This design comes from an exercise in tuning for small area and a short achievable clock period on the open sky130 flow, not from production work. No functional check of the RTL was part of any run shown here. Power figures rest on the tool's default switching activity, not on a simulated workload.

==> design.v <==
module ALU_inv (input a, output y); assign y = ~a; endmodule
module ALU_nand2 (input a, b, output y); assign y = ~(a & b); endmodule
module ALU_nor2 (input a, b, output y); assign y = ~(a | b); endmodule
module ALU_xor2 (input a, b, output y); assign y = a ^ b; endmodule
module ALU_xnor2 (input a, b, output y); assign y = ~(a ^ b); endmodule
module ALU_orn (input a, bn, output y); assign y = a | ~bn; endmodule
module ALU_mux2i (input s, a1, a0, output y); assign y = ~(s ? a1 : a0); endmodule
module ALU_o21ai (input a1, a2, b1, output y); assign y = ~((a1 | a2) & b1); endmodule
module ALU_a21oi (input a1, a2, b1, output y); assign y = ~((a1 & a2) | b1); endmodule
module ALU_dec
( input  [2:0] op,
  output t, tn, sn, cin, cinn
);
  wire s;
  ALU_xor2  ut  (.a(op[2]), .b(op[0]), .y(t));
  ALU_xnor2 utn (.a(op[2]), .b(op[0]), .y(tn));
  ALU_xnor2 us  (.a(op[1]), .b(op[2]), .y(s));
  ALU_xor2  usn (.a(op[1]), .b(op[2]), .y(sn));
  ALU_nor2  uc  (.a(t), .b(s), .y(cin));
  ALU_inv   ui  (.a(cin), .y(cinn));
endmodule
module ALU_ctl
( input  [2:0] op,
  input  t, tn, sn,
  output y1n, y0n, w1n, w0n
);
  ALU_mux2i u1 (.s(op[1]), .a1(op[2]), .a0(t), .y(y1n));
  ALU_orn   u0 (.a(op[0]), .bn(op[1]), .y(y0n));
  ALU_nor2  v1 (.a(tn), .b(sn), .y(w1n));
  ALU_inv   vi (.a(op[1]), .y(w0));
  ALU_inv   v0 (.a(w0), .y(w0n));
  wire w0;
endmodule
module ALU_bit
( input  a, b, y1n, y0n, w1n, w0n,
  output pn, y
);
  wire w;
  ALU_mux2i my (.s(b), .a1(y1n), .a0(y0n), .y(y));
  ALU_mux2i mw (.s(b), .a1(w1n), .a0(w0n), .y(w));
  ALU_mux2i mp (.s(a), .a1(w), .a0(y), .y(pn));
endmodule
module ALU_grp2
( input  [1:0] pn, y,
  output u1n, co
);
  wire g0n, g1n;
  ALU_nand2 n0 (.a(pn[0]), .b(y[0]), .y(g0n));
  ALU_nand2 n1 (.a(pn[1]), .b(y[1]), .y(g1n));
  ALU_xnor2 x1 (.a(pn[1]), .b(g0n), .y(u1n));
  ALU_o21ai o1 (.a1(pn[1]), .a2(g0n), .b1(g1n), .y(co));
endmodule
module ALU_grp2c
( input  [1:0] pn, y,
  input  cin, cinn,
  output u0, u1n, co
);
  wire c1n, g1n;
  ALU_xor2  x0 (.a(pn[0]), .b(cinn), .y(u0));
  ALU_mux2i m1 (.s(pn[0]), .a1(y[0]), .a0(cin), .y(c1n));
  ALU_nand2 n1 (.a(pn[1]), .b(y[1]), .y(g1n));
  ALU_xnor2 x1 (.a(pn[1]), .b(c1n), .y(u1n));
  ALU_o21ai o1 (.a1(pn[1]), .a2(c1n), .b1(g1n), .y(co));
endmodule
module ALU_q2
( input  u0n, u1,
  output q
);
  assign q = ~u0n & u1;
endmodule
module ALU_dot111
( input  gh, qh, gl,
  output g
);
  assign g = ~(gh | (qh & gl));
endmodule
module ALU_dot111q1
( input  gh, qh, gl, ql,
  output g, q
);
  assign g = ~(gh | (qh & gl));
  assign q = ~(qh & ql);
endmodule
module ALU_dot000
( input  gh, qh, gl,
  output g
);
  assign g = (~gh | (~qh & ~gl));
endmodule
module ALU_dot000q0
( input  gh, qh, gl, ql,
  output g, q
);
  assign g = (~gh | (~qh & ~gl));
  assign q = (~qh & ~ql);
endmodule
module ALU_dot110
( input  gh, qh, gl,
  output g
);
  assign g = ~(gh | (qh & ~gl));
endmodule
module ALU_dot001
( input  gh, qh, gl,
  output g
);
  assign g = (~gh | (~qh & gl));
endmodule
module ALU_inc2
( input  u0n, u1,
  input  ci,
  output [1:0] y
);
  wire c = ci;
  assign y[0] = ~u0n ^ c;
  assign y[1] = u1 ^ (c & ~u0n);
endmodule
module ALU_inc2n
( input  u0n, u1,
  input  ci,
  output [1:0] y
);
  wire c = ~ci;
  assign y[0] = ~u0n ^ c;
  assign y[1] = u1 ^ (c & ~u0n);
endmodule
module alu_reg
( input         clk,
  input  [2:0]  Op_code,
  input  [31:0] A, B,
  output [31:0] Y
);
  wire t, tn, sn, cin, cinn;
  wire [3:0] y1n, y0n, w1n, w0n;
  wire [31:0] pn, y;
  ALU_dec dec (.op(Op_code), .t(t), .tn(tn), .sn(sn), .cin(cin), .cinn(cinn));
  ALU_ctl ctl0 (.op(Op_code), .t(t), .tn(tn), .sn(sn), .y1n(y1n[0]), .y0n(y0n[0]), .w1n(w1n[0]), .w0n(w0n[0]));
  ALU_ctl ctl1 (.op(Op_code), .t(t), .tn(tn), .sn(sn), .y1n(y1n[1]), .y0n(y0n[1]), .w1n(w1n[1]), .w0n(w0n[1]));
  ALU_ctl ctl2 (.op(Op_code), .t(t), .tn(tn), .sn(sn), .y1n(y1n[2]), .y0n(y0n[2]), .w1n(w1n[2]), .w0n(w0n[2]));
  ALU_ctl ctl3 (.op(Op_code), .t(t), .tn(tn), .sn(sn), .y1n(y1n[3]), .y0n(y0n[3]), .w1n(w1n[3]), .w0n(w0n[3]));
  ALU_bit b0 (.a(A[0]), .b(B[0]), .y1n(y1n[0]), .y0n(y0n[0]), .w1n(w1n[0]), .w0n(w0n[0]), .pn(pn[0]), .y(y[0]));
  ALU_bit b1 (.a(A[1]), .b(B[1]), .y1n(y1n[0]), .y0n(y0n[0]), .w1n(w1n[0]), .w0n(w0n[0]), .pn(pn[1]), .y(y[1]));
  ALU_bit b2 (.a(A[2]), .b(B[2]), .y1n(y1n[0]), .y0n(y0n[0]), .w1n(w1n[0]), .w0n(w0n[0]), .pn(pn[2]), .y(y[2]));
  ALU_bit b3 (.a(A[3]), .b(B[3]), .y1n(y1n[0]), .y0n(y0n[0]), .w1n(w1n[0]), .w0n(w0n[0]), .pn(pn[3]), .y(y[3]));
  ALU_bit b4 (.a(A[4]), .b(B[4]), .y1n(y1n[0]), .y0n(y0n[0]), .w1n(w1n[0]), .w0n(w0n[0]), .pn(pn[4]), .y(y[4]));
  ALU_bit b5 (.a(A[5]), .b(B[5]), .y1n(y1n[0]), .y0n(y0n[0]), .w1n(w1n[0]), .w0n(w0n[0]), .pn(pn[5]), .y(y[5]));
  ALU_bit b6 (.a(A[6]), .b(B[6]), .y1n(y1n[0]), .y0n(y0n[0]), .w1n(w1n[0]), .w0n(w0n[0]), .pn(pn[6]), .y(y[6]));
  ALU_bit b7 (.a(A[7]), .b(B[7]), .y1n(y1n[0]), .y0n(y0n[0]), .w1n(w1n[0]), .w0n(w0n[0]), .pn(pn[7]), .y(y[7]));
  ALU_bit b8 (.a(A[8]), .b(B[8]), .y1n(y1n[1]), .y0n(y0n[1]), .w1n(w1n[1]), .w0n(w0n[1]), .pn(pn[8]), .y(y[8]));
  ALU_bit b9 (.a(A[9]), .b(B[9]), .y1n(y1n[1]), .y0n(y0n[1]), .w1n(w1n[1]), .w0n(w0n[1]), .pn(pn[9]), .y(y[9]));
  ALU_bit b10 (.a(A[10]), .b(B[10]), .y1n(y1n[1]), .y0n(y0n[1]), .w1n(w1n[1]), .w0n(w0n[1]), .pn(pn[10]), .y(y[10]));
  ALU_bit b11 (.a(A[11]), .b(B[11]), .y1n(y1n[1]), .y0n(y0n[1]), .w1n(w1n[1]), .w0n(w0n[1]), .pn(pn[11]), .y(y[11]));
  ALU_bit b12 (.a(A[12]), .b(B[12]), .y1n(y1n[1]), .y0n(y0n[1]), .w1n(w1n[1]), .w0n(w0n[1]), .pn(pn[12]), .y(y[12]));
  ALU_bit b13 (.a(A[13]), .b(B[13]), .y1n(y1n[1]), .y0n(y0n[1]), .w1n(w1n[1]), .w0n(w0n[1]), .pn(pn[13]), .y(y[13]));
  ALU_bit b14 (.a(A[14]), .b(B[14]), .y1n(y1n[1]), .y0n(y0n[1]), .w1n(w1n[1]), .w0n(w0n[1]), .pn(pn[14]), .y(y[14]));
  ALU_bit b15 (.a(A[15]), .b(B[15]), .y1n(y1n[1]), .y0n(y0n[1]), .w1n(w1n[1]), .w0n(w0n[1]), .pn(pn[15]), .y(y[15]));
  ALU_bit b16 (.a(A[16]), .b(B[16]), .y1n(y1n[2]), .y0n(y0n[2]), .w1n(w1n[2]), .w0n(w0n[2]), .pn(pn[16]), .y(y[16]));
  ALU_bit b17 (.a(A[17]), .b(B[17]), .y1n(y1n[2]), .y0n(y0n[2]), .w1n(w1n[2]), .w0n(w0n[2]), .pn(pn[17]), .y(y[17]));
  ALU_bit b18 (.a(A[18]), .b(B[18]), .y1n(y1n[2]), .y0n(y0n[2]), .w1n(w1n[2]), .w0n(w0n[2]), .pn(pn[18]), .y(y[18]));
  ALU_bit b19 (.a(A[19]), .b(B[19]), .y1n(y1n[2]), .y0n(y0n[2]), .w1n(w1n[2]), .w0n(w0n[2]), .pn(pn[19]), .y(y[19]));
  ALU_bit b20 (.a(A[20]), .b(B[20]), .y1n(y1n[2]), .y0n(y0n[2]), .w1n(w1n[2]), .w0n(w0n[2]), .pn(pn[20]), .y(y[20]));
  ALU_bit b21 (.a(A[21]), .b(B[21]), .y1n(y1n[2]), .y0n(y0n[2]), .w1n(w1n[2]), .w0n(w0n[2]), .pn(pn[21]), .y(y[21]));
  ALU_bit b22 (.a(A[22]), .b(B[22]), .y1n(y1n[2]), .y0n(y0n[2]), .w1n(w1n[2]), .w0n(w0n[2]), .pn(pn[22]), .y(y[22]));
  ALU_bit b23 (.a(A[23]), .b(B[23]), .y1n(y1n[2]), .y0n(y0n[2]), .w1n(w1n[2]), .w0n(w0n[2]), .pn(pn[23]), .y(y[23]));
  ALU_bit b24 (.a(A[24]), .b(B[24]), .y1n(y1n[3]), .y0n(y0n[3]), .w1n(w1n[3]), .w0n(w0n[3]), .pn(pn[24]), .y(y[24]));
  ALU_bit b25 (.a(A[25]), .b(B[25]), .y1n(y1n[3]), .y0n(y0n[3]), .w1n(w1n[3]), .w0n(w0n[3]), .pn(pn[25]), .y(y[25]));
  ALU_bit b26 (.a(A[26]), .b(B[26]), .y1n(y1n[3]), .y0n(y0n[3]), .w1n(w1n[3]), .w0n(w0n[3]), .pn(pn[26]), .y(y[26]));
  ALU_bit b27 (.a(A[27]), .b(B[27]), .y1n(y1n[3]), .y0n(y0n[3]), .w1n(w1n[3]), .w0n(w0n[3]), .pn(pn[27]), .y(y[27]));
  ALU_bit b28 (.a(A[28]), .b(B[28]), .y1n(y1n[3]), .y0n(y0n[3]), .w1n(w1n[3]), .w0n(w0n[3]), .pn(pn[28]), .y(y[28]));
  ALU_bit b29 (.a(A[29]), .b(B[29]), .y1n(y1n[3]), .y0n(y0n[3]), .w1n(w1n[3]), .w0n(w0n[3]), .pn(pn[29]), .y(y[29]));
  ALU_bit b30 (.a(A[30]), .b(B[30]), .y1n(y1n[3]), .y0n(y0n[3]), .w1n(w1n[3]), .w0n(w0n[3]), .pn(pn[30]), .y(y[30]));
  ALU_bit b31 (.a(A[31]), .b(B[31]), .y1n(y1n[3]), .y0n(y0n[3]), .w1n(w1n[3]), .w0n(w0n[3]), .pn(pn[31]), .y(y[31]));
  wire [31:0] u_c, y_c;
  wire [14:0] g_c;
  ALU_grp2c s0 (.pn(pn[1:0]), .y(y[1:0]), .cin(cin), .cinn(cinn), .u0(u_c[0]), .u1n(u_c[1]), .co(g_c[0]));
  assign u_c[2] = pn[2];
  ALU_grp2 s1 (.pn(pn[3:2]), .y(y[3:2]), .u1n(u_c[3]), .co(g_c[1]));
  assign u_c[4] = pn[4];
  ALU_grp2 s2 (.pn(pn[5:4]), .y(y[5:4]), .u1n(u_c[5]), .co(g_c[2]));
  assign u_c[6] = pn[6];
  ALU_grp2 s3 (.pn(pn[7:6]), .y(y[7:6]), .u1n(u_c[7]), .co(g_c[3]));
  assign u_c[8] = pn[8];
  ALU_grp2 s4 (.pn(pn[9:8]), .y(y[9:8]), .u1n(u_c[9]), .co(g_c[4]));
  assign u_c[10] = pn[10];
  ALU_grp2 s5 (.pn(pn[11:10]), .y(y[11:10]), .u1n(u_c[11]), .co(g_c[5]));
  assign u_c[12] = pn[12];
  ALU_grp2 s6 (.pn(pn[13:12]), .y(y[13:12]), .u1n(u_c[13]), .co(g_c[6]));
  assign u_c[14] = pn[14];
  ALU_grp2 s7 (.pn(pn[15:14]), .y(y[15:14]), .u1n(u_c[15]), .co(g_c[7]));
  assign u_c[16] = pn[16];
  ALU_grp2 s8 (.pn(pn[17:16]), .y(y[17:16]), .u1n(u_c[17]), .co(g_c[8]));
  assign u_c[18] = pn[18];
  ALU_grp2 s9 (.pn(pn[19:18]), .y(y[19:18]), .u1n(u_c[19]), .co(g_c[9]));
  assign u_c[20] = pn[20];
  ALU_grp2 s10 (.pn(pn[21:20]), .y(y[21:20]), .u1n(u_c[21]), .co(g_c[10]));
  assign u_c[22] = pn[22];
  ALU_grp2 s11 (.pn(pn[23:22]), .y(y[23:22]), .u1n(u_c[23]), .co(g_c[11]));
  assign u_c[24] = pn[24];
  ALU_grp2 s12 (.pn(pn[25:24]), .y(y[25:24]), .u1n(u_c[25]), .co(g_c[12]));
  assign u_c[26] = pn[26];
  ALU_grp2 s13 (.pn(pn[27:26]), .y(y[27:26]), .u1n(u_c[27]), .co(g_c[13]));
  assign u_c[28] = pn[28];
  ALU_grp2 s14 (.pn(pn[29:28]), .y(y[29:28]), .u1n(u_c[29]), .co(g_c[14]));
  assign u_c[30] = pn[30];
  ALU_grp2 s15 (.pn(pn[31:30]), .y(y[31:30]), .u1n(u_c[31]), .co());
  assign y_c[0] = u_r[0];
  assign y_c[1] = ~u_r[1];
  reg  [31:0] u_r, y_r;
  reg  [14:0] g_r;
  wire [15:0] u1_r;
  genvar j;
  generate for (j = 0; j < 16; j = j + 1) begin : odd
    assign u1_r[j] = ~u_r[2 * j + 1];
  end endgenerate
  wire q1;
  wire q2;
  wire q3;
  wire q4;
  wire q5;
  wire q6;
  wire q7;
  wire q8;
  wire q9;
  wire q10;
  wire q11;
  wire q12;
  wire q13;
  wire q14;
  wire pg1;
  wire pg2;
  wire pq3;
  wire pg4;
  wire pq5;
  wire pg6;
  wire pq7;
  wire pg8;
  wire pq9;
  wire pg10;
  wire pq11;
  wire pg12;
  wire pq13;
  wire pg14;
  wire pg15;
  wire pq16;
  wire pg17;
  wire pq18;
  wire pg19;
  wire pg20;
  wire pg21;
  wire pg22;
  wire pg23;
  wire pg24;
  wire pg25;
  wire pg26;
  wire pg27;
  wire pg28;
  wire pg29;
  wire pg30;
  ALU_q2 a1 (.u0n(u_r[2]), .u1(u1_r[1]), .q(q1));
  ALU_q2 a2 (.u0n(u_r[4]), .u1(u1_r[2]), .q(q2));
  ALU_q2 a3 (.u0n(u_r[6]), .u1(u1_r[3]), .q(q3));
  ALU_q2 a4 (.u0n(u_r[8]), .u1(u1_r[4]), .q(q4));
  ALU_q2 a5 (.u0n(u_r[10]), .u1(u1_r[5]), .q(q5));
  ALU_q2 a6 (.u0n(u_r[12]), .u1(u1_r[6]), .q(q6));
  ALU_q2 a7 (.u0n(u_r[14]), .u1(u1_r[7]), .q(q7));
  ALU_q2 a8 (.u0n(u_r[16]), .u1(u1_r[8]), .q(q8));
  ALU_q2 a9 (.u0n(u_r[18]), .u1(u1_r[9]), .q(q9));
  ALU_q2 a10 (.u0n(u_r[20]), .u1(u1_r[10]), .q(q10));
  ALU_q2 a11 (.u0n(u_r[22]), .u1(u1_r[11]), .q(q11));
  ALU_q2 a12 (.u0n(u_r[24]), .u1(u1_r[12]), .q(q12));
  ALU_q2 a13 (.u0n(u_r[26]), .u1(u1_r[13]), .q(q13));
  ALU_q2 a14 (.u0n(u_r[28]), .u1(u1_r[14]), .q(q14));
  ALU_dot111 d1 (.gh(g_r[1]), .qh(q1), .gl(g_r[0]), .g(pg1));
  ALU_dot111q1 d3 (.gh(g_r[3]), .qh(q3), .gl(g_r[2]), .ql(q2), .g(pg2), .q(pq3));
  ALU_dot111q1 d5 (.gh(g_r[5]), .qh(q5), .gl(g_r[4]), .ql(q4), .g(pg4), .q(pq5));
  ALU_dot111q1 d7 (.gh(g_r[7]), .qh(q7), .gl(g_r[6]), .ql(q6), .g(pg6), .q(pq7));
  ALU_dot111q1 d9 (.gh(g_r[9]), .qh(q9), .gl(g_r[8]), .ql(q8), .g(pg8), .q(pq9));
  ALU_dot111q1 d11 (.gh(g_r[11]), .qh(q11), .gl(g_r[10]), .ql(q10), .g(pg10), .q(pq11));
  ALU_dot111q1 d13 (.gh(g_r[13]), .qh(q13), .gl(g_r[12]), .ql(q12), .g(pg12), .q(pq13));
  ALU_dot000 d14 (.gh(pg2), .qh(pq3), .gl(pg1), .g(pg14));
  ALU_dot000q0 d16 (.gh(pg6), .qh(pq7), .gl(pg4), .ql(pq5), .g(pg15), .q(pq16));
  ALU_dot000q0 d18 (.gh(pg10), .qh(pq11), .gl(pg8), .ql(pq9), .g(pg17), .q(pq18));
  ALU_dot111 d19 (.gh(pg15), .qh(pq16), .gl(pg14), .g(pg19));
  ALU_dot110 d20 (.gh(pg17), .qh(pq18), .gl(pg19), .g(pg20));
  ALU_dot001 d21 (.gh(pg4), .qh(pq5), .gl(pg14), .g(pg21));
  ALU_dot000 d22 (.gh(pg8), .qh(pq9), .gl(pg19), .g(pg22));
  ALU_dot000 d23 (.gh(pg12), .qh(pq13), .gl(pg20), .g(pg23));
  ALU_dot110 d24 (.gh(g_r[2]), .qh(q2), .gl(pg1), .g(pg24));
  ALU_dot111 d25 (.gh(g_r[4]), .qh(q4), .gl(pg14), .g(pg25));
  ALU_dot111 d26 (.gh(g_r[6]), .qh(q6), .gl(pg21), .g(pg26));
  ALU_dot110 d27 (.gh(g_r[8]), .qh(q8), .gl(pg19), .g(pg27));
  ALU_dot111 d28 (.gh(g_r[10]), .qh(q10), .gl(pg22), .g(pg28));
  ALU_dot110 d29 (.gh(g_r[12]), .qh(q12), .gl(pg20), .g(pg29));
  ALU_dot111 d30 (.gh(g_r[14]), .qh(q14), .gl(pg23), .g(pg30));
  ALU_inc2 i1 (.u0n(u_r[2]), .u1(u1_r[1]), .ci(g_r[0]), .y(y_c[3:2]));
  ALU_inc2n i2 (.u0n(u_r[4]), .u1(u1_r[2]), .ci(pg1), .y(y_c[5:4]));
  ALU_inc2n i3 (.u0n(u_r[6]), .u1(u1_r[3]), .ci(pg24), .y(y_c[7:6]));
  ALU_inc2 i4 (.u0n(u_r[8]), .u1(u1_r[4]), .ci(pg14), .y(y_c[9:8]));
  ALU_inc2n i5 (.u0n(u_r[10]), .u1(u1_r[5]), .ci(pg25), .y(y_c[11:10]));
  ALU_inc2 i6 (.u0n(u_r[12]), .u1(u1_r[6]), .ci(pg21), .y(y_c[13:12]));
  ALU_inc2n i7 (.u0n(u_r[14]), .u1(u1_r[7]), .ci(pg26), .y(y_c[15:14]));
  ALU_inc2n i8 (.u0n(u_r[16]), .u1(u1_r[8]), .ci(pg19), .y(y_c[17:16]));
  ALU_inc2n i9 (.u0n(u_r[18]), .u1(u1_r[9]), .ci(pg27), .y(y_c[19:18]));
  ALU_inc2 i10 (.u0n(u_r[20]), .u1(u1_r[10]), .ci(pg22), .y(y_c[21:20]));
  ALU_inc2n i11 (.u0n(u_r[22]), .u1(u1_r[11]), .ci(pg28), .y(y_c[23:22]));
  ALU_inc2n i12 (.u0n(u_r[24]), .u1(u1_r[12]), .ci(pg20), .y(y_c[25:24]));
  ALU_inc2n i13 (.u0n(u_r[26]), .u1(u1_r[13]), .ci(pg29), .y(y_c[27:26]));
  ALU_inc2 i14 (.u0n(u_r[28]), .u1(u1_r[14]), .ci(pg23), .y(y_c[29:28]));
  ALU_inc2n i15 (.u0n(u_r[30]), .u1(u1_r[15]), .ci(pg30), .y(y_c[31:30]));
  always @(posedge clk) begin
    u_r <= u_c;
    g_r <= g_c;
    y_r <= y_c;
  end
  assign Y = y_r;
endmodule
==> flow/run.sh <==
#!/bin/bash
# Own flow: the standard layout (standard.sh) with these changes:
#  - ports are buffered with the smallest buffer (buffer_ports -buffer_cell),
#  - before floorplanning every combinational cell is set to drive strength 1
#    (flow/downsize.tcl), so the timing repair starts from the smallest cells,
#  - clock tree synthesis adds no dummy loads.
# The make output goes to standard_make.log; ORFS keeps each step's log under
# orfs/logs/.
set -euo pipefail
here=$(pwd)
bash standard.sh \
  "BUFFER_PORTS_ARGS=-buffer_cell sky130_fd_sc_hd__buf_1" \
  "PRE_FLOORPLAN_TCL=$here/flow/downsize.tcl" \
  "CTS_ARGS=-sink_clustering_enable -repair_clock_nets -dont_use_dummy_load" \
  finish > standard_make.log 2>&1
==> flow/downsize.tcl <==
# Start sizing from the smallest drive: swap every combinational cell that
# synthesis mapped to a larger drive strength for the _1 cell of the same
# function (same pins); the timing repair later sizes up what it needs.
# Flip-flops keep their cells.
set db [ord::get_db]
set block [ord::get_db_block]
set swapped 0
foreach inst [$block getInsts] {
  set m [$inst getMaster]
  set name [$m getName]
  if {![regexp {^(sky130_fd_sc_hd__([a-z0-9]+))_([0-9]+)$} $name -> base kind drive]} { continue }
  if {[string match "df*" $kind] || [string match "conb" $kind] || $drive == 1} { continue }
  set small [$db findMaster ${base}_1]
  if {$small eq "NULL" || $small eq ""} { continue }
  if {[$inst swapMaster $small]} { incr swapped }
}
puts "downsize: swapped $swapped cells to drive 1"
==> standard.sh <==
#!/bin/bash
# synth_recipe.tcl (not shown) runs the flow's synth.tcl, then flattens the netlist and writes it again
# the make line also repeats each setting of config.mk as NAME=value (left out here)
make -C /OpenROAD-flow-scripts/flow DESIGN_CONFIG=/design/flow/config.mk WORK_HOME=/design/flow/orfs CLKGATE_MAP_FILE= SYNTH_SCRIPT=/design/flow/synth_recipe.tcl "${@:-finish}"
==> config.mk <==
export PLATFORM = sky130hd
export DESIGN_NAME = alu_reg
export DESIGN_NICKNAME = alu_reg
export VERILOG_FILES = /design/flow/design.v
export SDC_FILE = /design/flow/constraint.sdc
export NUM_CORES = 8
export LEC_CHECK = 0
export CAP_MARGIN = 20
export CORE_MARGIN = 2
export CORE_UTILIZATION = 40
export SETUP_SLACK_MARGIN = 2.8
export SLEW_MARGIN = 20
export SYNTH_HIERARCHICAL = 1
==> constraint.sdc <==
create_clock -name core_clock -period 4.5 [get_ports {clk}]
set_input_delay 0.9000 -clock core_clock [delete_from_list [all_inputs] [get_ports {clk}]]
set_output_delay 0.9000 -clock core_clock [all_outputs]
set_load 0.01 [all_outputs]
==> results of run 1 <==
==> repair_timing <==
action	in CTS	in global routing
buffers inserted	34	20
pin swaps	38	31
endpoints found under the setup margin	82	89
endpoints found under the hold margin	0	0
hold buffers	0	0
resized for setup	88	105
==> path summary, 6_finish.rpt <==
path	startpoint	slack, ns	to
hold reg to reg	u_r[0]	0.33	y_r[0]
setup reg to reg	u_r[7]	2.59	y_r[31]
hold / removal	u_r[0]	0.33	y_r[0]
setup / recovery	Op_code[0]	2.50	u_r[1]
==> worst reg2reg max path, delay by kind of cell (launching register included) <==
kind,cells,cell delay [ns]
buffers and inverters,3,0.18
XOR/XNOR,1,0.13
flip-flops,1,0.32
adder cells (fa/ha/maj),1,0.15
AND/OR/NAND/NOR,1,0.12
AO/OA/AOI/OAI,6,0.91
==> metal layers <==
metal / GRT usage (%) / wire [um]
met5: 0 / 0
met4: 4.68 / 123
met3: 3.95 / 366
met2: 28.5 / 4270
met1: 19.2 / 3680
==> flip-flops by register name (all words and copies together), names as in the netlist <==
signal / cells
g_r: 15
u_r: 32
y_r: 32
==> power by group through the flow <==
stage / Combinational (mW) / Clock [mW] / Sequential [mW]
2_1_floorplan: 0.318 / 0 / 1.00
3_3_place_gp: 0.543 / 0 / 0.950
3_5_place_dp: 0.555 / 0 / 0.953
4_1_cts: 0.697 / 0.410 / 0.943
5_1_grt: 0.937 / 0.435 / 0.971
6_report: 0.850 / 0.394 / 0.953
==> per-stage QoR <==
stage	utilization [%]	cells	setup WS, ns	hold slack, ns
2_1_floorplan	-	384	2.38	0.310
3_3_place_gp	47.3	594	1.45	0.311
3_5_place_dp	47.3	594	1.41	0.324
4_1_cts	54.8	637	2.56	0.331
5_1_grt	60.7	657	2.40	0.350
6_report	60.7	657	2.50	0.335
==> cell usage in the layout, fill, tap and decap left out, drive strengths merged <==
cell type	n
mux2i	101
dfxtp	79
nand2b	4
nor2b	14
inv	55
clkbuf	17
nor2	7
ha	15
buf	145
xor2	18
nand2	36
o21ai	21
a21oi	16
xnor2	18
==> area by class of cell <==
cell class                      instances  share of cell area, %
Timing Repair Buffer                  153                   17.6
Multi-Input combinational cell        250                   45.3
Inverter                               55                   3.75
Clock buffer                            9                   2.22
Tap cell                              111                   2.49
Sequential cell                        79                   28.6
==> impl_metrics.toml, run 1 <==
[run_status]
outcome = "no timing/DRC/antenna violations"

[timing]
worst_slew_pin_slew_ns = 0.388
slew_violations = 0
period_share_pct = 44.5
relSlewSlack_pct = 74.1
layout_min_cycle_time_ns = 2.00
fmax_mhz = 500
setup-tns-final_ns = 0
finClkSkew_ns = 0.0178
rsz0062_at_grt = "yes"
setup_viol = 0
hold_viol_final = 0

[global_route]
grt_overflow = 0
grt_max_degree = 15
grt_use_total_pct = 16.0
grt_pass1_vias = 2944
antenna_found_initial = 0
grt_pass1_wl_um = 12900

[pwr]
p_sw_share_pct = 31.3
power.leakage_nw = 2.60
pwr-share-comb_pct = 38.7
finalPower_mw = 2.20
p_clk_share_pct = 17.9
pwr-share-seq_pct = 43.4
p_int_mw = 1.51
peakVddDrop_mv = 0.147
p_per_area_nw_per_um2 = 394
switching_power_mw = 0.687

[cts]
cts-buffers-inserted = 9
cts.path.max_buffers = 2
clock_latency_ns = 0.34
cts.sinks = 79
clkTransAtPathRegs_ns = 0.06
cts_tree = "done"
clockRootBuffer = "clkbuf_8"
h-tree-depth = 3

[die]
die_h_um = 101
io_pins = 100
start_util_pct = 40.9
rows = 35
core_sq_um = 9200
die-area_sq_um = 10200
die-width_um = 101

[min_path]
holdPathStages = 0
hp-class = "reg -> reg"

[worst_setup_path]
cp_data_arrival_time_ns = 2.21
cp_num_cells = 7
cp_data_required_time_ns = 4.71
start_kind = "primary input"
path_buf_inv = 1
slowest_stage = "mux2i_1"
path_cells = "buf_12 -> xor2_4 -> mux2i_4 -> mux2i_1 -> mux2i_1 -> mux2i_1 -> xnor2_1"
crit_fanout = 5
crit_top_cell = "mux2i_1"
cp_top_family = "multiplexers"
slowest_delay_ns = 0.33
critical_path_class = "in -> reg"
reg2regPathDepth = 12
cp-end-kind = "register"

[cells_and_area]
multi_input_comb_area_sq_um = 2530
antenna_cells = 0
syn_to_final_growth_pct = 48.3
nets = 631
seq_area_sq_um = 1600
stdcell_area_sq_um = 5580
drive_gt1_share_pct = 35.9
fill_cells = 756

[logic_synthesis]
synth_cells = 384
syn-num-nets = 467
synth_area_sq_um = 3760
syn_avg_cell_area_sq_um = 9.79
yosys_warnings = 7

[run]
drv_cap = 0

[detailed_routing]
wl_um = 8440
vias = 3069
viasPerCell = 4.67
ant_nets = 0
routedWlPerCell_um = 12.8
drc = 0
first_iter_violations = 29
dr.pass1.iters = 4

[placement]
globalplace.congestion = 0.737
port-buffer-count = 99
post_dp_cell_area_sq_um = 4350
dp_hpwl_um = 5740
==> run 2: changes to the inputs <==
--- a/design.v
+++ b/design.v
@@ -83,2 +83,8 @@
 endmodule
+module ALU_dot110
+( input  gh, qh, gl,
+  output g
+);
+  assign g = ~(gh | (qh & ~gl));
+endmodule
 module ALU_dot000
@@ -89,2 +95,9 @@
 endmodule
+module ALU_dot110q0
+( input  gh, qh, gl, ql,
+  output g, q
+);
+  assign g = ~(gh | (qh & ~gl));
+  assign q = ~(qh & ~ql);
+endmodule
 module ALU_dot000q0
@@ -96,3 +109,3 @@
 endmodule
-module ALU_dot110
+module ALU_dot001
 ( input  gh, qh, gl,
@@ -100,9 +113,10 @@
 );
-  assign g = ~(gh | (qh & ~gl));
+  assign g = (~gh | (~qh & gl));
 endmodule
-module ALU_dot001
-( input  gh, qh, gl,
-  output g
+module ALU_dot001q1
+( input  gh, qh, gl, ql,
+  output g, q
 );
   assign g = (~gh | (~qh & gl));
+  assign q = (~qh & ql);
 endmodule
@@ -243,12 +257,12 @@
   wire pg15;
-  wire pq16;
-  wire pg17;
-  wire pq18;
-  wire pg19;
+  wire pg16;
+  wire pq17;
+  wire pg18;
+  wire pq19;
   wire pg20;
-  wire pg21;
+  wire pq21;
   wire pg22;
-  wire pg23;
+  wire pq23;
   wire pg24;
-  wire pg25;
+  wire pq25;
   wire pg26;
@@ -258,2 +272,14 @@
   wire pg30;
+  wire pq31;
+  wire pg32;
+  wire pq33;
+  wire pg34;
+  wire pq35;
+  wire pg36;
+  wire pg37;
+  wire pg38;
+  wire pg39;
+  wire pg40;
+  wire pg41;
+  wire pg42;
   ALU_q2 a1 (.u0n(u_r[2]), .u1(u1_r[1]), .q(q1));
@@ -279,32 +305,38 @@
   ALU_dot111q1 d13 (.gh(g_r[13]), .qh(q13), .gl(g_r[12]), .ql(q12), .g(pg12), .q(pq13));
-  ALU_dot000 d14 (.gh(pg2), .qh(pq3), .gl(pg1), .g(pg14));
-  ALU_dot000q0 d16 (.gh(pg6), .qh(pq7), .gl(pg4), .ql(pq5), .g(pg15), .q(pq16));
-  ALU_dot000q0 d18 (.gh(pg10), .qh(pq11), .gl(pg8), .ql(pq9), .g(pg17), .q(pq18));
-  ALU_dot111 d19 (.gh(pg15), .qh(pq16), .gl(pg14), .g(pg19));
-  ALU_dot110 d20 (.gh(pg17), .qh(pq18), .gl(pg19), .g(pg20));
-  ALU_dot001 d21 (.gh(pg4), .qh(pq5), .gl(pg14), .g(pg21));
-  ALU_dot000 d22 (.gh(pg8), .qh(pq9), .gl(pg19), .g(pg22));
-  ALU_dot000 d23 (.gh(pg12), .qh(pq13), .gl(pg20), .g(pg23));
-  ALU_dot110 d24 (.gh(g_r[2]), .qh(q2), .gl(pg1), .g(pg24));
-  ALU_dot111 d25 (.gh(g_r[4]), .qh(q4), .gl(pg14), .g(pg25));
-  ALU_dot111 d26 (.gh(g_r[6]), .qh(q6), .gl(pg21), .g(pg26));
-  ALU_dot110 d27 (.gh(g_r[8]), .qh(q8), .gl(pg19), .g(pg27));
-  ALU_dot111 d28 (.gh(g_r[10]), .qh(q10), .gl(pg22), .g(pg28));
-  ALU_dot110 d29 (.gh(g_r[12]), .qh(q12), .gl(pg20), .g(pg29));
-  ALU_dot111 d30 (.gh(g_r[14]), .qh(q14), .gl(pg23), .g(pg30));
+  ALU_dot110 d14 (.gh(g_r[2]), .qh(q2), .gl(pg1), .g(pg14));
+  ALU_dot000 d15 (.gh(pg2), .qh(pq3), .gl(pg1), .g(pg15));
+  ALU_dot110q0 d17 (.gh(g_r[6]), .qh(q6), .gl(pg4), .ql(pq5), .g(pg16), .q(pq17));
+  ALU_dot000q0 d19 (.gh(pg6), .qh(pq7), .gl(pg4), .ql(pq5), .g(pg18), .q(pq19));
+  ALU_dot110q0 d21 (.gh(g_r[10]), .qh(q10), .gl(pg8), .ql(pq9), .g(pg20), .q(pq21));
+  ALU_dot000q0 d23 (.gh(pg10), .qh(pq11), .gl(pg8), .ql(pq9), .g(pg22), .q(pq23));
+  ALU_dot110q0 d25 (.gh(g_r[14]), .qh(q14), .gl(pg12), .ql(pq13), .g(pg24), .q(pq25));
+  ALU_dot111 d26 (.gh(g_r[4]), .qh(q4), .gl(pg15), .g(pg26));
+  ALU_dot001 d27 (.gh(pg4), .qh(pq5), .gl(pg15), .g(pg27));
+  ALU_dot001 d28 (.gh(pg16), .qh(pq17), .gl(pg15), .g(pg28));
+  ALU_dot111 d29 (.gh(pg18), .qh(pq19), .gl(pg15), .g(pg29));
+  ALU_dot111q1 d31 (.gh(g_r[12]), .qh(q12), .gl(pg22), .ql(pq23), .g(pg30), .q(pq31));
+  ALU_dot001q1 d33 (.gh(pg12), .qh(pq13), .gl(pg22), .ql(pq23), .g(pg32), .q(pq33));
+  ALU_dot001q1 d35 (.gh(pg24), .qh(pq25), .gl(pg22), .ql(pq23), .g(pg34), .q(pq35));
+  ALU_dot110 d36 (.gh(g_r[8]), .qh(q8), .gl(pg29), .g(pg36));
+  ALU_dot000 d37 (.gh(pg8), .qh(pq9), .gl(pg29), .g(pg37));
+  ALU_dot000 d38 (.gh(pg20), .qh(pq21), .gl(pg29), .g(pg38));
+  ALU_dot110 d39 (.gh(pg22), .qh(pq23), .gl(pg29), .g(pg39));
+  ALU_dot000 d40 (.gh(pg30), .qh(pq31), .gl(pg29), .g(pg40));
+  ALU_dot110 d41 (.gh(pg32), .qh(pq33), .gl(pg29), .g(pg41));
+  ALU_dot110 d42 (.gh(pg34), .qh(pq35), .gl(pg29), .g(pg42));
   ALU_inc2 i1 (.u0n(u_r[2]), .u1(u1_r[1]), .ci(g_r[0]), .y(y_c[3:2]));
   ALU_inc2n i2 (.u0n(u_r[4]), .u1(u1_r[2]), .ci(pg1), .y(y_c[5:4]));
-  ALU_inc2n i3 (.u0n(u_r[6]), .u1(u1_r[3]), .ci(pg24), .y(y_c[7:6]));
-  ALU_inc2 i4 (.u0n(u_r[8]), .u1(u1_r[4]), .ci(pg14), .y(y_c[9:8]));
-  ALU_inc2n i5 (.u0n(u_r[10]), .u1(u1_r[5]), .ci(pg25), .y(y_c[11:10]));
-  ALU_inc2 i6 (.u0n(u_r[12]), .u1(u1_r[6]), .ci(pg21), .y(y_c[13:12]));
-  ALU_inc2n i7 (.u0n(u_r[14]), .u1(u1_r[7]), .ci(pg26), .y(y_c[15:14]));
-  ALU_inc2n i8 (.u0n(u_r[16]), .u1(u1_r[8]), .ci(pg19), .y(y_c[17:16]));
-  ALU_inc2n i9 (.u0n(u_r[18]), .u1(u1_r[9]), .ci(pg27), .y(y_c[19:18]));
-  ALU_inc2 i10 (.u0n(u_r[20]), .u1(u1_r[10]), .ci(pg22), .y(y_c[21:20]));
-  ALU_inc2n i11 (.u0n(u_r[22]), .u1(u1_r[11]), .ci(pg28), .y(y_c[23:22]));
-  ALU_inc2n i12 (.u0n(u_r[24]), .u1(u1_r[12]), .ci(pg20), .y(y_c[25:24]));
-  ALU_inc2n i13 (.u0n(u_r[26]), .u1(u1_r[13]), .ci(pg29), .y(y_c[27:26]));
-  ALU_inc2 i14 (.u0n(u_r[28]), .u1(u1_r[14]), .ci(pg23), .y(y_c[29:28]));
-  ALU_inc2n i15 (.u0n(u_r[30]), .u1(u1_r[15]), .ci(pg30), .y(y_c[31:30]));
+  ALU_inc2n i3 (.u0n(u_r[6]), .u1(u1_r[3]), .ci(pg14), .y(y_c[7:6]));
+  ALU_inc2 i4 (.u0n(u_r[8]), .u1(u1_r[4]), .ci(pg15), .y(y_c[9:8]));
+  ALU_inc2n i5 (.u0n(u_r[10]), .u1(u1_r[5]), .ci(pg26), .y(y_c[11:10]));
+  ALU_inc2 i6 (.u0n(u_r[12]), .u1(u1_r[6]), .ci(pg27), .y(y_c[13:12]));
+  ALU_inc2 i7 (.u0n(u_r[14]), .u1(u1_r[7]), .ci(pg28), .y(y_c[15:14]));
+  ALU_inc2n i8 (.u0n(u_r[16]), .u1(u1_r[8]), .ci(pg29), .y(y_c[17:16]));
+  ALU_inc2n i9 (.u0n(u_r[18]), .u1(u1_r[9]), .ci(pg36), .y(y_c[19:18]));
+  ALU_inc2 i10 (.u0n(u_r[20]), .u1(u1_r[10]), .ci(pg37), .y(y_c[21:20]));
+  ALU_inc2 i11 (.u0n(u_r[22]), .u1(u1_r[11]), .ci(pg38), .y(y_c[23:22]));
+  ALU_inc2n i12 (.u0n(u_r[24]), .u1(u1_r[12]), .ci(pg39), .y(y_c[25:24]));
+  ALU_inc2 i13 (.u0n(u_r[26]), .u1(u1_r[13]), .ci(pg40), .y(y_c[27:26]));
+  ALU_inc2n i14 (.u0n(u_r[28]), .u1(u1_r[14]), .ci(pg41), .y(y_c[29:28]));
+  ALU_inc2n i15 (.u0n(u_r[30]), .u1(u1_r[15]), .ci(pg42), .y(y_c[31:30]));
   always @(posedge clk) begin
==> impl_metrics.toml, run 2 <==
[run_status]
outcome = "no timing/DRC/antenna violations"

[timing]
setup_viol = 0
rsz0062_at_grt = "yes"
hold-worst-slack_ns = 0.319
relSlewSlack_pct = 75.7
slew_violations = 0
layout_min_cycle_time_ns = 1.96
fmax_mhz = 511
hold_viol_final = 0
finClkSkew_ns = 0.0134
period_share_pct = 43.5
worst_slew_pin_slew_ns = 0.364
setup-tns-final_ns = 0

[worst_setup_path]
crit_top_cell = "mux2i_4"
r2r_slack_ns = 2.75
start_kind = "primary input"
slowest_delay_ns = 0.22
cp-end-kind = "register"
critical_path_class = "in -> reg"
cp_data_required_time_ns = 4.73
cp_data_arrival_time_ns = 2.18
cp_top_family = "multiplexers"
path_cells = "buf_12 -> xor2_4 -> mux2i_4 -> buf_6 -> mux2i_4 -> mux2i_1 -> nand2_1 -> xnor2_1"
path_buf_inv = 2
crit_fanout = 7
slowest_stage = "xor2_4"

[global_route]
grt_overflow = 0
grt_pass1_wl_um = 13400
grt_max_degree = 15
grt_pass1_vias = 2992
antenna_found_initial = 0
grt_use_total_pct = 16.5

[cells_and_area]
layout.cells.most_common_list = "dfxtp_1 (72), buf_1 (64), mux2i_1 (56)"
final_common_cell = "dfxtp_1"
stdcell_area_sq_um = 5810
drive_gt1_share_pct = 36.0
layout.cells.non_filler = 685
syn_to_final_growth_pct = 51.1
fill_cells = 811
largestRegisters = "u_r x32, y_r x32, g_r x15"
antenna_cells = 0
nets = 641

[detailed_routing]
drc = 0
viasPerCell = 4.63
routedWlPerCell_um = 12.9
ant_nets = 0
dr.pass1.iters = 4
wl_um = 8840
vias = 3173
first_iter_violations = 25

[die]
core_sq_um = 9280
start_util_pct = 41.4
rows = 35
die-width_um = 102
die-area_sq_um = 10400
die_h_um = 102
io_pins = 100

[cts]
clock_latency_ns = 0.35
cts.sinks = 79
h-tree-depth = 3
cts.path.max_buffers = 2
cts-buffers-inserted = 9
cts_tree = "done"
hold_buffers = 0
clkTransAtPathRegs_ns = 0.07
clockRootBuffer = "clkbuf_8"

[pwr]
pwr-share-seq_pct = 42.4
peakVddDrop_mv = 0.195
switching_power_mw = 0.720
finalPower_mw = 2.24
p_sw_share_pct = 32.1
power.leakage_nw = 2.62
p_per_area_nw_per_um2 = 386
p_int_mw = 1.52
pwr-share-comb_pct = 39.7
p_clk_share_pct = 17.9

[logic_synthesis]
synth_cells = 401
yosys_warnings = 7
synth_area_sq_um = 3840
syn_avg_cell_area_sq_um = 9.59
syn-num-nets = 484

[placement]
port-buffer-count = 99
post_dp_cell_area_sq_um = 4420
dp.cells = 629
globalplace.congestion = 0.818
dp_hpwl_um = 6040

[run]
drv_cap = 0

[min_path]
hp-class = "reg -> reg"
-- run 2: final cells by class --
cell class                      instances  area, sq um  share of cell area, %
Multi-Input combinational cell        262         2750                   47.3
Sequential cell                        79         1590                   27.4
Timing Repair Buffer                  146          952                   16.4
Inverter                               60          235                   4.05
Tap cell                              129          161                   2.78
Clock buffer                            9          124                   2.13
-- run 2: layer usage --
metal	up-vias	part of all wire, %	GRT usage (%)	routed length [um]
li1	1622	-	-	-
met1	1477	43	20.5	3810
met2	62	51	27.5	4470
met3	12	4.6	3.76	408
met4	0	1.6	7.08	139
met5	-	0	0	0
-- run 2: repair_timing --
action	CTS	global route
gates resized for setup	110	111
pin swaps	37	31
endpoints found under the setup margin	94	86
setup buffers	39	8
cloned	0	0
-- run 2: per-stage QoR --
stage          utilization (%)  worst slack, ns
6_report                  62.6             2.54
4_1_cts                   56.3             2.55
5_1_grt                   62.6             2.45
2_1_floorplan                -             2.38
3_3_place_gp              47.6             1.49
3_5_place_dp              47.6             1.40
-- run 2: power groups by stage --
| stage | registers [mW] | logic (mW) | clock network [mW] |
|---|---|---|---|
| 2_1_floorplan | 1.00 | 0.323 | 0 |
| 3_3_place_gp | 0.948 | 0.553 | 0 |
| 3_5_place_dp | 0.950 | 0.564 | 0 |
| 4_1_cts | 0.939 | 0.736 | 0.416 |
| 5_1_grt | 0.968 | 0.979 | 0.445 |
| 6_report | 0.951 | 0.892 | 0.401 |
-- run 2: path summary, 6_finish.rpt --
kind         startpoint      end  cells past startpoint
max          Op_code[0]  u_r[25]                      8
min              u_r[0]   y_r[0]                      0
max reg2reg      u_r[3]  y_r[31]                     11
min reg2reg      u_r[0]   y_r[0]                      0
==> run 3: changes to the inputs <==
==> flow/run.sh (replaced) <==
#!/bin/bash
# Own flow: the standard layout (standard.sh), with the ports buffered by
# the smallest buffer rather than the one buffer_ports picks by itself.
set -euo pipefail
bash standard.sh "BUFFER_PORTS_ARGS=-buffer_cell sky130_fd_sc_hd__buf_1" finish > standard_make.log 2>&1
removed: flow/downsize.tcl
==> impl_metrics.toml, run 3 <==
[run_status]
outcome = "no timing/DRC/antenna violations"

[cts]
cts_tree = "done"
clockRootBuffer = "clkbuf_8"
clock_latency_ns = 0.36
cts.path.max_buffers = 2
cts.sinks = 79
h-tree-depth = 3
clkTransAtPathRegs_ns = 0.08
cts-buffers-inserted = 9

[pwr]
finalPower_mw = 2.44
power.leakage_nw = 2.68
p_clk_share_pct = 25.6
switching_power_mw = 0.743
p_sw_share_pct = 30.4
p_per_area_nw_per_um2 = 420
pwr-share-comb_pct = 35.0
pwr-share-seq_pct = 39.4
p_int_mw = 1.70
peakVddDrop_mv = 0.232

[cells_and_area]
final_common_cell = "dfxtp_1"
layout.cells.most_common_list = "dfxtp_1 (69), mux2i_1 (65), buf_1 (64)"
antenna_cells = 0
largestRegisters = "u_r x32, y_r x32, g_r x15"
layout.cells.non_filler = 689
stdcell_area_sq_um = 5810
syn_to_final_growth_pct = 44.5
nets = 634
fin_util_pct = 59.5
drive_gt1_share_pct = 37.1

[global_route]
grt_use_total_pct = 15.5
grt_max_degree = 15
grt_pass1_wl_um = 13500
grt_overflow = 0
antenna_found_initial = 0
grt_pass1_vias = 3050

[timing]
relSlewSlack_pct = 70.2
period_share_pct = 43.6
setup_viol = 0
fin_ws_ns = 2.54
setup-tns-final_ns = 0
fmax_mhz = 510
finClkSkew_ns = 0.00477
hold_viol_final = 0
hold-worst-slack_ns = 0.335
worst_slew_pin_slew_ns = 0.447
rsz0062_at_grt = "yes"
layout_min_cycle_time_ns = 1.96
slew_violations = 0

[min_path]
hp-class = "reg -> reg"
min_from = "u_r[0]"

[detailed_routing]
wl_um = 9010
ant_nets = 0
first_iter_violations = 61
vias = 3144
drc = 0
dr.pass1.iters = 4
viasPerCell = 4.56
routedWlPerCell_um = 13.1

[worst_setup_path]
reg2regPathDepth = 9
cp_data_required_time_ns = 4.75
reg2reg_to = "y_r[20]"
cp-end-kind = "register"
crit_end = "u_r[9]"
r2r_slack_ns = 2.82
critical_path_class = "in -> reg"
crit_fanout = 8
cp-startpoint = "Op_code[0]"
r2r_start = "u_r[13]"
cp_data_arrival_time_ns = 2.21
start_kind = "primary input"

[die]
die_h_um = 104
core_sq_um = 9770
io_pins = 100
start_util_pct = 41.2
die-area_sq_um = 10900
die-width_um = 104
rows = 36

[placement]
dp_hpwl_um = 6030
post_dp_cell_area_sq_um = 4600
port-buffer-count = 99
globalplace.congestion = 0.811
dp.cells = 633
place_ws_ns = 1.32

[logic_synthesis]
synth_area_sq_um = 4030
yosys_warnings = 7
syn_avg_cell_area_sq_um = 10.0
syn-num-nets = 484
synth_cells = 401

[run]
drv_cap = 0
-- run 3: worst min path at each step --
stage,to,depth (start not counted)
floorplan,y_r[0],0
global placement,y_r[0],0
detailed placement,y_r[0],0
CTS,y_r[0],0
global route,y_r[0],0
finish,y_r[0],0
-- run 3: cell type report --
| class | instances | area (sq um) |
|---|---|---|
| flip-flops and latches | 79 | 1590 |
| clock inverters | 2 | 60.1 |
| inverters | 60 | 228 |
| clock buffers | 14 | 183 |
| repair buffers | 139 | 862 |
| fillers | 831 | 3960 |
| multi-input cells | 262 | 2720 |
| well taps | 133 | 166 |
-- run 3: power by group through the flow --
| stage | sequential, mW | clock [mW] | combinational, mW |
|---|---|---|---|
| after floorplan | 1.02 | 0 | 0.369 |
| after global placement | 0.962 | 0 | 0.602 |
| after detailed placement | 0.964 | 0 | 0.610 |
| after CTS | 0.953 | 0.643 | 0.743 |
| after global routing | 0.978 | 0.674 | 0.932 |
| final | 0.961 | 0.625 | 0.855 |
-- run 3: layer usage --
metal / wire length, um / track usage (%)
met4: 150 / 7.34
met5: 0 / 0
met2: 4870 / 27.5
met1: 3580 / 17.6
met3: 407 / 3.26
-- run 3: repair_timing --
item / CTS / global route
pin swaps: 27 / 34
setup endpoints to repair: 95 / 87
gates resized for setup: 91 / 82
buffers inserted: 25 / 15
hold buffers: 0 / 0
-- run 3: critical path, cell delays in order --
cell     delay, ns
buf_12        0.12
xor2_4        0.22
mux2i_4       0.19
buf_12        0.18
mux2i_4       0.08
mux2i_1       0.23
nand2_1       0.13
xnor2_1       0.14
==> run 4: changes to the inputs <==
--- a/design.v
+++ b/design.v
@@ -6,2 +6,4 @@
 module ALU_orn (input a, bn, output y); assign y = a | ~bn; endmodule
+module ALU_andn (input a, bn, output y); assign y = a & ~bn; endmodule
+module ALU_buf (input a, output y); assign y = a; endmodule
 module ALU_mux2i (input s, a1, a0, output y); assign y = ~(s ? a1 : a0); endmodule
@@ -9,25 +11,16 @@
 module ALU_a21oi (input a1, a2, b1, output y); assign y = ~((a1 & a2) | b1); endmodule
-module ALU_dec
-( input  [2:0] op,
-  output t, tn, sn, cin, cinn
-);
-  wire s;
-  ALU_xor2  ut  (.a(op[2]), .b(op[0]), .y(t));
-  ALU_xnor2 utn (.a(op[2]), .b(op[0]), .y(tn));
-  ALU_xnor2 us  (.a(op[1]), .b(op[2]), .y(s));
-  ALU_xor2  usn (.a(op[1]), .b(op[2]), .y(sn));
-  ALU_nor2  uc  (.a(t), .b(s), .y(cin));
-  ALU_inv   ui  (.a(cin), .y(cinn));
-endmodule
 module ALU_ctl
 ( input  [2:0] op,
-  input  t, tn, sn,
-  output y1n, y0n, w1n, w0n
+  output y1n, y0n, w1n, w0n, cin, cinn
 );
-  ALU_mux2i u1 (.s(op[1]), .a1(op[2]), .a0(t), .y(y1n));
-  ALU_orn   u0 (.a(op[0]), .bn(op[1]), .y(y0n));
-  ALU_nor2  v1 (.a(tn), .b(sn), .y(w1n));
-  ALU_inv   vi (.a(op[1]), .y(w0));
-  ALU_inv   v0 (.a(w0), .y(w0n));
-  wire w0;
+  wire k, kn, y0;
+  ALU_andn  uk  (.a(op[0]), .bn(op[1]), .y(k));
+  ALU_orn   ukn (.a(op[1]), .bn(op[0]), .y(kn));
+  ALU_andn  uy  (.a(op[1]), .bn(op[0]), .y(y0));
+  ALU_orn   uyn (.a(op[0]), .bn(op[1]), .y(y0n));
+  ALU_mux2i u1  (.s(op[2]), .a1(kn), .a0(k), .y(y1n));
+  ALU_mux2i v1  (.s(op[2]), .a1(y0n), .a0(kn), .y(w1n));
+  ALU_buf   v0  (.a(op[1]), .y(w0n));
+  ALU_mux2i c1  (.s(op[2]), .a1(kn), .a0(y0n), .y(cin));
+  ALU_mux2i c0  (.s(op[2]), .a1(k), .a0(y0), .y(cinn));
 endmodule
@@ -146,10 +139,9 @@
 );
-  wire t, tn, sn, cin, cinn;
+  wire [3:0] cin, cinn;
   wire [3:0] y1n, y0n, w1n, w0n;
   wire [31:0] pn, y;
-  ALU_dec dec (.op(Op_code), .t(t), .tn(tn), .sn(sn), .cin(cin), .cinn(cinn));
-  ALU_ctl ctl0 (.op(Op_code), .t(t), .tn(tn), .sn(sn), .y1n(y1n[0]), .y0n(y0n[0]), .w1n(w1n[0]), .w0n(w0n[0]));
-  ALU_ctl ctl1 (.op(Op_code), .t(t), .tn(tn), .sn(sn), .y1n(y1n[1]), .y0n(y0n[1]), .w1n(w1n[1]), .w0n(w0n[1]));
-  ALU_ctl ctl2 (.op(Op_code), .t(t), .tn(tn), .sn(sn), .y1n(y1n[2]), .y0n(y0n[2]), .w1n(w1n[2]), .w0n(w0n[2]));
-  ALU_ctl ctl3 (.op(Op_code), .t(t), .tn(tn), .sn(sn), .y1n(y1n[3]), .y0n(y0n[3]), .w1n(w1n[3]), .w0n(w0n[3]));
+  ALU_ctl ctl0 (.op(Op_code), .y1n(y1n[0]), .y0n(y0n[0]), .w1n(w1n[0]), .w0n(w0n[0]), .cin(cin[0]), .cinn(cinn[0]));
+  ALU_ctl ctl1 (.op(Op_code), .y1n(y1n[1]), .y0n(y0n[1]), .w1n(w1n[1]), .w0n(w0n[1]), .cin(cin[1]), .cinn(cinn[1]));
+  ALU_ctl ctl2 (.op(Op_code), .y1n(y1n[2]), .y0n(y0n[2]), .w1n(w1n[2]), .w0n(w0n[2]), .cin(cin[2]), .cinn(cinn[2]));
+  ALU_ctl ctl3 (.op(Op_code), .y1n(y1n[3]), .y0n(y0n[3]), .w1n(w1n[3]), .w0n(w0n[3]), .cin(cin[3]), .cinn(cinn[3]));
   ALU_bit b0 (.a(A[0]), .b(B[0]), .y1n(y1n[0]), .y0n(y0n[0]), .w1n(w1n[0]), .w0n(w0n[0]), .pn(pn[0]), .y(y[0]));
@@ -188,3 +180,3 @@
   wire [14:0] g_c;
-  ALU_grp2c s0 (.pn(pn[1:0]), .y(y[1:0]), .cin(cin), .cinn(cinn), .u0(u_c[0]), .u1n(u_c[1]), .co(g_c[0]));
+  ALU_grp2c s0 (.pn(pn[1:0]), .y(y[1:0]), .cin(cin[0]), .cinn(cinn[0]), .u0(u_c[0]), .u1n(u_c[1]), .co(g_c[0]));
   assign u_c[2] = pn[2];
==> flow/run.sh (replaced) <==
#!/bin/bash
# Own flow: the standard layout (standard.sh) with these changes:
#  - ports are buffered with the smallest buffer (buffer_ports -buffer_cell),
#  - before floorplanning every combinational cell is set to drive strength 1
#    (flow/downsize.tcl), so the timing repair starts from the smallest cells,
#  - clock tree synthesis adds no dummy loads.
# The make output goes to standard_make.log; ORFS keeps each step's log under
# orfs/logs/.
set -euo pipefail
here=$(pwd)
bash standard.sh \
  "BUFFER_PORTS_ARGS=-buffer_cell sky130_fd_sc_hd__buf_1" \
  "PRE_FLOORPLAN_TCL=$here/flow/downsize.tcl" \
  "CTS_ARGS=-sink_clustering_enable -repair_clock_nets -dont_use_dummy_load" \
  finish > standard_make.log 2>&1
==> flow/downsize.tcl (new file) <==
# Start sizing from the smallest drive: swap every combinational cell that
# synthesis mapped to a larger drive strength for the _1 cell of the same
# function (same pins); the timing repair later sizes up what it needs.
# Flip-flops keep their cells.
set db [ord::get_db]
set block [ord::get_db_block]
set swapped 0
foreach inst [$block getInsts] {
  set m [$inst getMaster]
  set name [$m getName]
  if {![regexp {^(sky130_fd_sc_hd__([a-z0-9]+))_([0-9]+)$} $name -> base kind drive]} { continue }
  if {[string match "df*" $kind] || [string match "conb" $kind] || $drive == 1} { continue }
  set small [$db findMaster ${base}_1]
  if {$small eq "NULL" || $small eq ""} { continue }
  if {[$inst swapMaster $small]} { incr swapped }
}
puts "downsize: swapped $swapped cells to drive 1"
--- a/config.mk
+++ b/config.mk
@@ -10,3 +10,3 @@
 export CORE_UTILIZATION = 40
-export SETUP_SLACK_MARGIN = 2.8
+export SETUP_SLACK_MARGIN = 2.6
 export SLEW_MARGIN = 20
==> impl_metrics.toml, run 4 <==
[run_status]
outcome = "no timing/DRC/antenna violations"

[die]
die-width_um = 103
core_sq_um = 9330
start_util_pct = 41.7
io_pins = 100
die_h_um = 103
die-area_sq_um = 10500
rows = 35

[worst_setup_path]
crit_fanout = 6
r2r_start = "u_r[3]"
cp-startpoint = "Op_code[1]"
critical_path_class = "in -> reg"
start_kind = "primary input"
cp-end-kind = "register"
cp_data_required_time_ns = 4.75
cp_data_arrival_time_ns = 2.25

[placement]
dp.cells = 626
globalplace.congestion = 0.863
dp_hpwl_um = 6060
post_dp_cell_area_sq_um = 4570
port-buffer-count = 99

[cts]
cts-buffers-inserted = 9
cts_tree = "done"
clockRootBuffer = "clkbuf_8"
hold_buffers = 0
h-tree-depth = 3
clkTransAtPathRegs_ns = 0.07
clock_latency_ns = 0.35
cts.sinks = 79
cts.path.max_buffers = 2

[cells_and_area]
nets = 631
stdcell_area_sq_um = 5200
layout.cells.non_filler = 675
syn_to_final_growth_pct = 33.8
drive_gt1_share_pct = 16.8
fill_cells = 864
antenna_cells = 0
layout.cells.most_common_list = "buf_1 (96), mux2i_1 (86), dfxtp_1 (79)"
largestRegisters = "u_r x32, y_r x32, g_r x15"
final_common_cell = "buf_1"

[logic_synthesis]
syn_avg_cell_area_sq_um = 9.67
syn-num-nets = 485
synth_cells = 402
synth_area_sq_um = 3890
yosys_warnings = 7

[global_route]
grt_pass1_wl_um = 13600
antenna_found_initial = 0
grt_use_total_pct = 16.8
grt_pass1_vias = 2983
grt_max_degree = 23
grt_overflow = 0

[timing]
fmax_mhz = 499
layout_min_cycle_time_ns = 2.00
worst_slew_pin_slew_ns = 0.330
rsz0062_at_grt = "yes"
hold_viol_final = 0
relSlewSlack_pct = 77.4
finClkSkew_ns = 0.0237
setup-tns-final_ns = 0
slew_violations = 0
setup_viol = 0
hold-worst-slack_ns = 0.332
period_share_pct = 44.5

[detailed_routing]
wl_um = 8880
dr.pass1.iters = 4
first_iter_violations = 63
ant_nets = 0
drc = 0
viasPerCell = 4.69
routedWlPerCell_um = 13.2
vias = 3169

[pwr]
p_per_area_nw_per_um2 = 371
peakVddDrop_mv = 0.186
power.leakage_nw = 2.47

[min_path]
min_from = "u_r[0]"
hp-class = "reg -> reg"

[run]
drv_cap = 0
[run 4: per-stage QoR]
stage / worst slack [ns] / total power, mW / util (%)
floorplan: 2.41 / 1.28 / -
global placement: 1.46 / 1.45 / 49.0
detailed placement: 1.32 / 1.46 / 49.0
CTS: 2.60 / 1.89 / 52.5
global route: 2.46 / 2.06 / 55.8
finish: 2.50 / 1.93 / 55.8
[run 4: cell type report]
type                       count  area [sq um]  area share, %
multi-input combinational    268          2380           45.8
sequential                    79          1580           30.4
timing repair buffer         139           762           14.6
inverter                      51           191           3.68
tap                          129           161           3.10
clock buffer                   9           124           2.38
[run 4: path summary, 6_finish.rpt]
kind              cells past startpoint  slack, ns       to
setup reg to reg                     10       2.68  y_r[31]
hold reg to reg                       0       0.33   y_r[0]
hold / removal                        0       0.33   y_r[0]
setup / recovery                      9       2.50   u_r[3]
[run 4: worst max-delay path, stage by stage]
cell and delay [ns]:
clkbuf_16 0.14, nand2b_4 0.17, mux2i_4 0.18, buf_4 0.14, buf_6 0.10, mux2i_1 0.08, mux2i_1 0.20, nand2_1 0.12
xnor2_1 0.21
[run 4: report_power, final]
group	leakage, nW	total (mW)	switching [mW]	internal [mW]
registers	0.665	0.914	0.0489	0.865
clock network	0.0647	0.400	0.221	0.179
logic	1.74	0.614	0.336	0.278
total	2.47	1.93	0.606	1.32
[run 4: layer usage]
layer	global-route usage [%]	vias to the layer above	wire length (um)
met5	0	-	0
met1	22.1	1452	4050
met4	6.56	0	190
li1	-	1618	-
met3	3.73	15	462
met2	26.8	84	4180
[run 4: what timing repair did]
item,CTS,global route
pin swaps,2,15
resized for setup,18,29
setup endpoints to repair,63,37
setup buffers,14,23
gates cloned,2,1
==> run 5: changes to the inputs <==
--- a/config.mk
+++ b/config.mk
@@ -10,3 +10,3 @@
 export CORE_UTILIZATION = 40
-export SETUP_SLACK_MARGIN = 2.6
+export SETUP_SLACK_MARGIN = 2.85
 export SLEW_MARGIN = 20
==> impl_metrics.toml, run 5 <==
[cts]
cts_tree = "done"
clkTransAtPathRegs_ns = 0.07
h-tree-depth = 3
cts.sinks = 79
clock_latency_ns = 0.34
cts-buffers-inserted = 9
clockRootBuffer = "clkbuf_8"
cts.path.max_buffers = 2

[logic_synthesis]
syn-num-nets = 485
yosys_warnings = 7
synth_cells = 402
synth_area_sq_um = 3890
syn_avg_cell_area_sq_um = 9.67

[die]
die-area_sq_um = 10500
io_pins = 100
core_sq_um = 9330
rows = 35
die_h_um = 103
start_util_pct = 41.7
die-width_um = 103

[worst_setup_path]
r2r_slack_ns = 2.80
crit_end = "u_r[1]"
start_kind = "primary input"
cp_top_family = "multiplexers"
cp-end-kind = "register"
r2r_start = "u_r[7]"
slowest_delay_ns = 0.30
cp_data_required_time_ns = 4.77
path_cells = "clkbuf_16 -> nand2b_4 -> mux2i_4 -> mux2i_2 -> mux2i_2 -> mux2i_2 -> xnor2_1"
slowest_stage = "mux2i_2"
path_buf_inv = 1
cp_num_cells = 7
reg2reg_to = "y_r[25]"
cp-startpoint = "Op_code[1]"
crit_fanout = 5
cp_data_arrival_time_ns = 2.17
crit_top_cell = "mux2i_2"
reg2regPathDepth = 11
critical_path_class = "in -> reg"

[run]
drv_cap = 0

[timing]
finClkSkew_ns = 0.0218
hold_viol_final = 0
period_share_pct = 42.3
setup_viol = 0
fmax_mhz = 525
worst_slew_pin_slew_ns = 0.298
rsz0062_at_grt = "yes"
layout_min_cycle_time_ns = 1.90
setup-tns-final_ns = 0
relSlewSlack_pct = 79.6
slew_violations = 0

[min_path]
hp-class = "reg -> reg"
min_from = "u_r[0]"

[global_route]
antenna_found_initial = 0
grt_use_total_pct = 17.8
grt_pass1_vias = 3218
grt_overflow = 0
grt_max_degree = 23
grt_pass1_wl_um = 14400

[detailed_routing]
viasPerCell = 4.67
routedWlPerCell_um = 13.2
dr.pass1.iters = 4
first_iter_violations = 42
wl_um = 9390
drc = 0
ant_nets = 0
vias = 3310

[pwr]
peakVddDrop_mv = 0.189
power.leakage_nw = 2.81
p_per_area_nw_per_um2 = 361

[cells_and_area]
final_common_cell = "mux2i_1"
layout.cells.most_common_list = "mux2i_1 (81), dfxtp_1 (64), buf_1 (64)"
nets = 665
largestRegisters = "u_r x32, y_r x32, g_r x15"
antenna_cells = 0
drive_gt1_share_pct = 39.0
syn_to_final_growth_pct = 51.8
fin_util_pct = 63.3

[run_status]
outcome = "no timing/DRC/antenna violations"

[placement]
port-buffer-count = 99
globalplace.congestion = 0.752
dp_hpwl_um = 5840
-- run 5: worst min-delay path by stage --
stage | slack [ns] | cells after the start | end
after detailed placement | 0.31 | 0 | y_r[0]
after global routing | 0.33 | 0 | y_r[0]
after global placement | 0.32 | 0 | y_r[0]
after CTS | 0.33 | 0 | y_r[0]
after floorplan | 0.31 | 0 | y_r[0]
final | 0.33 | 0 | y_r[0]
-- run 5: layout make-up --
type                    instances  area (sq um)
flip-flops and latches         79          1600
repair buffers                173          1190
multi-input cells             268          2620
clock buffers                   9           124
well taps                     129           161
inverters                      51           204
fillers                       797          3430
-- run 5: timing repair --
item,4_1_cts,5_1_grt
pin swaps,34,33
gates cloned,3,0
setup endpoints to repair,95,94
resized for setup,109,78
setup buffers,48,22
hold buffers,0,0
-- run 5: worst register-to-register path: stages (launching register included) --
cell and delay, ns:
dfxtp_2 0.32, inv_2 0.04, nor2b_4 0.12, a21oi_2 0.17, o21ai_4 0.10, a21oi_4 0.19
buf_12 0.17, inv_4 0.04, a21oi_2 0.12, inv_2 0.06, ha_4 0.15, xor2_1 0.13
-- run 5: where the power goes --
| part | switching [mW] | internal (mW) |
|---|---|---|
| sequential | 0.0611 | 0.874 |
| clock | 0.218 | 0.179 |
| combinational | 0.378 | 0.422 |
-- run 5: stage by stage --
| step | setup WS (ns) | instances | hold slack, ns | area [sq um] | power, mW |
|---|---|---|---|---|---|
| 2_1_floorplan | 2.41 | 402 | 0.310 | 4060 | 1.28 |
| 3_3_place_gp | 1.47 | 627 | 0.315 | 4590 | 1.44 |
| 3_5_place_dp | 1.37 | 627 | 0.314 | 4590 | 1.45 |
| 4_1_cts | 2.62 | 687 | 0.330 | 5440 | 2.02 |
| 5_1_grt | 2.55 | 709 | 0.335 | 5900 | 2.28 |
| 6_report | 2.60 | 709 | 0.327 | 5900 | 2.13 |
-- run 5: per-layer routing --
layer	track usage [%]	vias to the layer above	wire (um)	share of wire (%)
met5	0	-	0	0
met3	4.68	21	438	4.7
met4	7.90	0	222	2.4
li1	-	1683	-	-
met1	20.6	1527	3970	42
met2	30.8	79	4760	51

[port drivers added, routing unchanged]
No port has a modelled driver above. Below, the same layouts with a new extraction and two added sets of constraints. Step 1 assumes that a clkbuf_16 drives the clock port and a buf_2 every other input. Step 2, shift: input delay + t, output delay - t, t = (earliest + latest rising clock arrival at the registers) / 2. This alone moves slack from input paths to output paths. Three values: ideal, step 1, step 2; two values: the first two.
run | t, ns | setup WS [ns] | worst hold slack (ns) | latest minus earliest clock arrival (ns) | worst register clock-pin slew, ns
run 1 | 0.359 | 2.499 / 2.455 / 2.096 | 0.335 / 0.335 / 0.335 | 0.018 / 0.018 | 0.08 / 0.08
run 2 | 0.376 | 2.544 / 2.497 / 2.121 | 0.319 / 0.319 / 0.319 | 0.013 / 0.014 | 0.08 / 0.08
run 3 | 0.386 | 2.540 / 2.511 / 2.125 | 0.335 / 0.335 / 0.335 | 0.005 / 0.005 | 0.08 / 0.08
run 4 | 0.367 | 2.496 / 2.422 / 2.055 | 0.332 / 0.332 / 0.332 | 0.024 / 0.024 | 0.08 / 0.08
run 5 | 0.365 | 2.597 / 2.523 / 2.158 | 0.327 / 0.327 / 0.327 | 0.022 / 0.022 | 0.08 / 0.08
After both steps every run listed still meets setup and hold. The setup slack of run 4, which loses most, moves by -0.074 ns with the drivers and by -0.441 ns with both steps.
